This design comes from an exercise in tuning for small area on the open sky130 flow, not from production work.
Only simulation tests tie the RTL to the original design; equivalence was not proved. No driver is modelled on the clock port, so clocking that relies on it looks cheaper here than on a real chip.

## maple
// fft_8point
module fft_8point(
    input clk,
    input rst,
    input  signed [15:0] x_real_0, input signed [15:0] x_imag_0,
    input  signed [15:0] x_real_1, input signed [15:0] x_imag_1,
    input  signed [15:0] x_real_2, input signed [15:0] x_imag_2,
    input  signed [15:0] x_real_3, input signed [15:0] x_imag_3,
    input  signed [15:0] x_real_4, input signed [15:0] x_imag_4,
    input  signed [15:0] x_real_5, input signed [15:0] x_imag_5,
    input  signed [15:0] x_real_6, input signed [15:0] x_imag_6,
    input  signed [15:0] x_real_7, input signed [15:0] x_imag_7,
    output signed [15:0] X_real_0, output signed [15:0] X_imag_0,
    output signed [15:0] X_real_1, output signed [15:0] X_imag_1,
    output signed [15:0] X_real_2, output signed [15:0] X_imag_2,
    output signed [15:0] X_real_3, output signed [15:0] X_imag_3,
    output signed [15:0] X_real_4, output signed [15:0] X_imag_4,
  ...
Settings: LEC_CHECK=0, CAP_MARGIN=20, CORE_MARGIN=2, CORE_UTILIZATION=60, CTS_BUF_LIST=sky130_fd_sc_hd__clkbuf_16, CTS_CLUSTER_DIAMETER=120, CTS_CLUSTER_SIZE=28, SLEW_MARGIN=20, SYNTH_HIERARCHICAL=1, SYNTH_MINIMUM_KEEP_SIZE=0; clock period 10.0 ns.
standard.sh (not shown) runs the stock make flow with config.mk's settings and CLKGATE_MAP_FILE= SYNTH_SCRIPT=/design/flow/synth_recipe.tcl, a recipe that flattens the netlist after the stock synthesis.
==> flow/flow/run.sh <==
#!/bin/bash
# The standard layout (standard.sh: unchanged synthesis and steps) with two
# layout settings changed:
#  - the port buffers use the smallest buffer cell (buf_1);
#  - CTS: clkbuf_16 leaf buffers over clusters of up to 28 registers, clkbuf_8
#    for the tree above them, and no dummy clock loads.
export BUFFER_PORTS_ARGS="-buffer_cell sky130_fd_sc_hd__buf_1"
export CTS_ARGS="-sink_clustering_enable -repair_clock_nets -buf_list {sky130_fd_sc_hd__clkbuf_8 sky130_fd_sc_hd__clkbuf_16} -sink_clustering_size 28 -sink_clustering_max_diameter 120 -tree_buf sky130_fd_sc_hd__clkbuf_8 -root_buf sky130_fd_sc_hd__clkbuf_8 -dont_use_dummy_load"
bash standard.sh > standard.log 2>&1
Edits applied to the flow inputs when going from maple to amber:
# maple
export LEC_CHECK = 0
export CAP_MARGIN = 20
export CORE_MARGIN = 2
export CORE_UTILIZATION = 60
export CTS_BUF_LIST = sky130_fd_sc_hd__clkbuf_16
export CTS_CLUSTER_DIAMETER = 120
export CTS_CLUSTER_SIZE = 28
export SLEW_MARGIN = 20
export SYNTH_HIERARCHICAL = 1
export SYNTH_MINIMUM_KEEP_SIZE = 0
create_clock -name core_clock -period 10.0 [get_ports {clk}]
# amber
export LEC_CHECK = 0
export CAP_MARGIN = 20
export CORE_MARGIN = 2
export CORE_UTILIZATION = 60
export CTS_BUF_LIST = sky130_fd_sc_hd__clkbuf_16
export CTS_CLUSTER_DIAMETER = 100
export CTS_CLUSTER_SIZE = 28
export SLEW_MARGIN = 20
export SYNTH_HIERARCHICAL = 1
export SYNTH_MINIMUM_KEEP_SIZE = 0
create_clock -name core_clock -period 10.0 [get_ports {clk}]
==> flow/flow/run.sh <==
#!/bin/bash
# The standard layout (standard.sh: unchanged synthesis and steps) with two
# settings changed: buf_1 as the port buffer cell, and no dummy clock loads in CTS.
export BUFFER_PORTS_ARGS="-buffer_cell sky130_fd_sc_hd__buf_1"
export CTS_ARGS="-sink_clustering_enable -repair_clock_nets -buf_list sky130_fd_sc_hd__clkbuf_16 -sink_clustering_size 28 -sink_clustering_max_diameter 120 -tree_buf sky130_fd_sc_hd__clkbuf_8 -root_buf sky130_fd_sc_hd__clkbuf_8 -dont_use_dummy_load"
bash standard.sh > standard.log 2>&1
Results
From amber to maple, die area did not move at all. Diff maple..amber | wire length reported by the detailed router | unchanged. Count of cells along the worst register-to-register path: maple vs amber identical. Number of buffers created by CTS came out exactly the same in amber and maple. Delta (amber minus maple): sequential cell count held; area growth from synthesis to layout held. amber vs. maple: area after synthesis saw little to no change, maximum frequency saw little to no change.
#### Input delta (cedar over amber)
# amber
export LEC_CHECK = 0
export CAP_MARGIN = 20
export CORE_MARGIN = 2
export CORE_UTILIZATION = 60
export CTS_BUF_LIST = sky130_fd_sc_hd__clkbuf_16
export CTS_CLUSTER_DIAMETER = 100
export CTS_CLUSTER_SIZE = 28
export SLEW_MARGIN = 20
export SYNTH_HIERARCHICAL = 1
export SYNTH_MINIMUM_KEEP_SIZE = 0
create_clock -name core_clock -period 10.0 [get_ports {clk}]
# cedar
export LEC_CHECK = 0
export CAP_MARGIN = 20
export CORE_MARGIN = 2
export CORE_UTILIZATION = 60
export CTS_BUF_LIST = sky130_fd_sc_hd__clkbuf_16
export CTS_CLUSTER_DIAMETER = 80
export CTS_CLUSTER_SIZE = 32
export SLEW_MARGIN = 20
export SYNTH_HIERARCHICAL = 1
export SYNTH_MINIMUM_KEEP_SIZE = 0
create_clock -name core_clock -period 10.0 [get_ports {clk}]
==> flow/flow/run.sh <==
#!/bin/bash
# The standard layout (standard.sh, unchanged synthesis and steps); the only
# difference is the cell used for the port buffers: buf_1 instead of the default.
export BUFFER_PORTS_ARGS="-buffer_cell sky130_fd_sc_hd__buf_1"
bash standard.sh > standard.log 2>&1
### Flow results
amber -> cedar: non-clock buffer count delta 0, exact match. [diff] post-route cell area, cedar relative to amber: regression. | peak per-stage delay on the critical path | cedar vs amber | ≈ equal |. Compared to amber, the router laid down more metal wire for cedar. From amber to cedar the numbers moved as follows: via count now larger; clock-buffer cell count now larger.
### cedar -> onyx
# cedar
export LEC_CHECK = 0
export CAP_MARGIN = 20
export CORE_MARGIN = 2
export CORE_UTILIZATION = 60
export CTS_BUF_LIST = sky130_fd_sc_hd__clkbuf_16
export CTS_CLUSTER_DIAMETER = 80
export CTS_CLUSTER_SIZE = 32
export SLEW_MARGIN = 20
export SYNTH_HIERARCHICAL = 1
export SYNTH_MINIMUM_KEEP_SIZE = 0
create_clock -name core_clock -period 10.0 [get_ports {clk}]
# onyx
export LEC_CHECK = 0
export CAP_MARGIN = 20
export CORE_MARGIN = 2
export CORE_UTILIZATION = 60
export CTS_BUF_LIST = sky130_fd_sc_hd__clkbuf_16
export CTS_CLUSTER_DIAMETER = 100
export CTS_CLUSTER_SIZE = 28
export SLEW_MARGIN = 20
export SYNTH_HIERARCHICAL = 1
export SYNTH_MINIMUM_KEEP_SIZE = 0
create_clock -name core_clock -period 10.0 [get_ports {clk}]
==> flow/flow/run.sh <==
#!/bin/bash
# The standard layout (standard.sh: unchanged synthesis and steps) with two
# settings changed: buf_1 as the port buffer cell, and no dummy clock loads in CTS.
export BUFFER_PORTS_ARGS="-buffer_cell sky130_fd_sc_hd__buf_1"
export CTS_ARGS="-sink_clustering_enable -repair_clock_nets -buf_list sky130_fd_sc_hd__clkbuf_16 -sink_clustering_size 30 -sink_clustering_max_diameter 130 -dont_use_dummy_load"
bash standard.sh > standard.log 2>&1
Notes after the runs:
Looking at the reports, onyx completed the entire flow and the layout it produced met the timing, DRC and antenna checks. Core utilization: onyx lower than cedar. The register-to-register setup slack was comparable across onyx and cedar. Comparing onyx against cedar, there is no change at all in synthesized area per cell. From cedar to onyx the numbers moved as follows: worst setup slack saw little to no change; global-route track usage on met1 saw little to no change; design area saw a decrease; area growth from synthesis to final layout saw a decrease.
--- input diff onyx..juniper ---
# onyx
export LEC_CHECK = 0
export CAP_MARGIN = 20
export CORE_MARGIN = 2
export CORE_UTILIZATION = 60
export CTS_BUF_LIST = sky130_fd_sc_hd__clkbuf_16
export CTS_CLUSTER_DIAMETER = 100
export CTS_CLUSTER_SIZE = 28
export SLEW_MARGIN = 20
export SYNTH_HIERARCHICAL = 1
export SYNTH_MINIMUM_KEEP_SIZE = 0
create_clock -name core_clock -period 10.0 [get_ports {clk}]
# juniper
export LEC_CHECK = 0
export CAP_MARGIN = 20
export CORE_MARGIN = 2
export CORE_UTILIZATION = 60
export CTS_BUF_LIST = sky130_fd_sc_hd__clkbuf_8
export CTS_CLUSTER_DIAMETER = 60
export CTS_CLUSTER_SIZE = 14
export SLEW_MARGIN = 20
export SYNTH_HIERARCHICAL = 1
export SYNTH_MINIMUM_KEEP_SIZE = 0
create_clock -name core_clock -period 10.0 [get_ports {clk}]
==> flow/flow/run.sh <==
#!/bin/bash
# The standard layout (standard.sh, unchanged synthesis and steps); the only
# difference is the cell used for the port buffers: buf_1 instead of the default.
export BUFFER_PORTS_ARGS="-buffer_cell sky130_fd_sc_hd__buf_1"
bash standard.sh > standard.log 2>&1
## What came out
- Measured against each other, onyx and juniper differ in growth of design area from synthesis to finish, the lower figure coming from onyx.
- Delta (juniper minus onyx): number of iterations in the first detailed-routing pass ~0 delta, via count rose 370.
- As far as worst-case setup slack after placement goes, juniper and onyx are indistinguishable; the numbers are identical.
- On core utilization: between onyx and juniper, it ends up higher for juniper.
For pepper, these inputs were changed with respect to juniper:
# juniper
export LEC_CHECK = 0
export CAP_MARGIN = 20
export CORE_MARGIN = 2
export CORE_UTILIZATION = 60
export CTS_BUF_LIST = sky130_fd_sc_hd__clkbuf_8
export CTS_CLUSTER_DIAMETER = 60
export CTS_CLUSTER_SIZE = 14
export SLEW_MARGIN = 20
export SYNTH_HIERARCHICAL = 1
export SYNTH_MINIMUM_KEEP_SIZE = 0
create_clock -name core_clock -period 10.0 [get_ports {clk}]
# pepper
export LEC_CHECK = 0
export CAP_MARGIN = 20
export CORE_MARGIN = 2
export CORE_UTILIZATION = 60
export CTS_BUF_LIST = sky130_fd_sc_hd__clkbuf_16
export CTS_CLUSTER_DIAMETER = 70
export CTS_CLUSTER_SIZE = 36
export SLEW_MARGIN = 20
export SYNTH_HIERARCHICAL = 1
export SYNTH_MINIMUM_KEEP_SIZE = 0
create_clock -name core_clock -period 10.0 [get_ports {clk}]
Findings:
Against juniper as the reference, pepper delivers a higher area growth from synthesis to final layout.
Against juniper, pepper reports a fraction of the core area covered by cells at the end of the flow that is higher.
Looking at pepper and juniper, the detailed-route vias per instance is a wash.
Changes observed in pepper relative to juniper: global-route wire length before repair -0.55%; storage element area comparable; detailed placer's ending HPWL comparable; clock tree cell share of total cell area went up by 0.66 points.
From juniper to pepper the numbers moved as follows: global-route usage has decreased; sequential share of layout area shrank by 0.23 points.

-- static timing again, ports no longer ideal --
The results above use ideal ports. As a check the final layouts listed here were re-extracted and re-timed, cells and wires unchanged.
Step 1 assumes that a clkbuf_16 drives the clock port and a buf_2 every other input.
Step 2 times the ports against the registers' clock, not the clock port: input delays grow and output delays shrink by t, the midpoint of the rising clock arrivals with the driver on.
Slacks: ideal / step 1 / step 2; pairs: ideal / step 1.
run	shift t [ns]	setup WS [ns]	hold WS [ns]	worst setup path after step 2	cell pins on the clock port's net
maple	0.810	0.310 / 0.310 / 0.310	0.330 / 0.330 / 0.330	register to register	1
amber	0.810	0.310 / 0.310 / 0.310	0.330 / 0.330 / 0.330	register to register	1
cedar	0.655	0.321 / 0.321 / 0.321	0.329 / 0.329 / 0.329	register to register	1
onyx	0.661	0.322 / 0.322 / 0.322	0.332 / 0.332 / 0.332	register to register	1
juniper	0.743	0.324 / 0.324 / 0.324	0.313 / 0.313 / 0.313	register to register	1
pepper	0.669	0.301 / 0.301 / 0.301	0.325 / 0.325 / 0.325	register to register	1
After both steps every run listed still meets setup and hold.
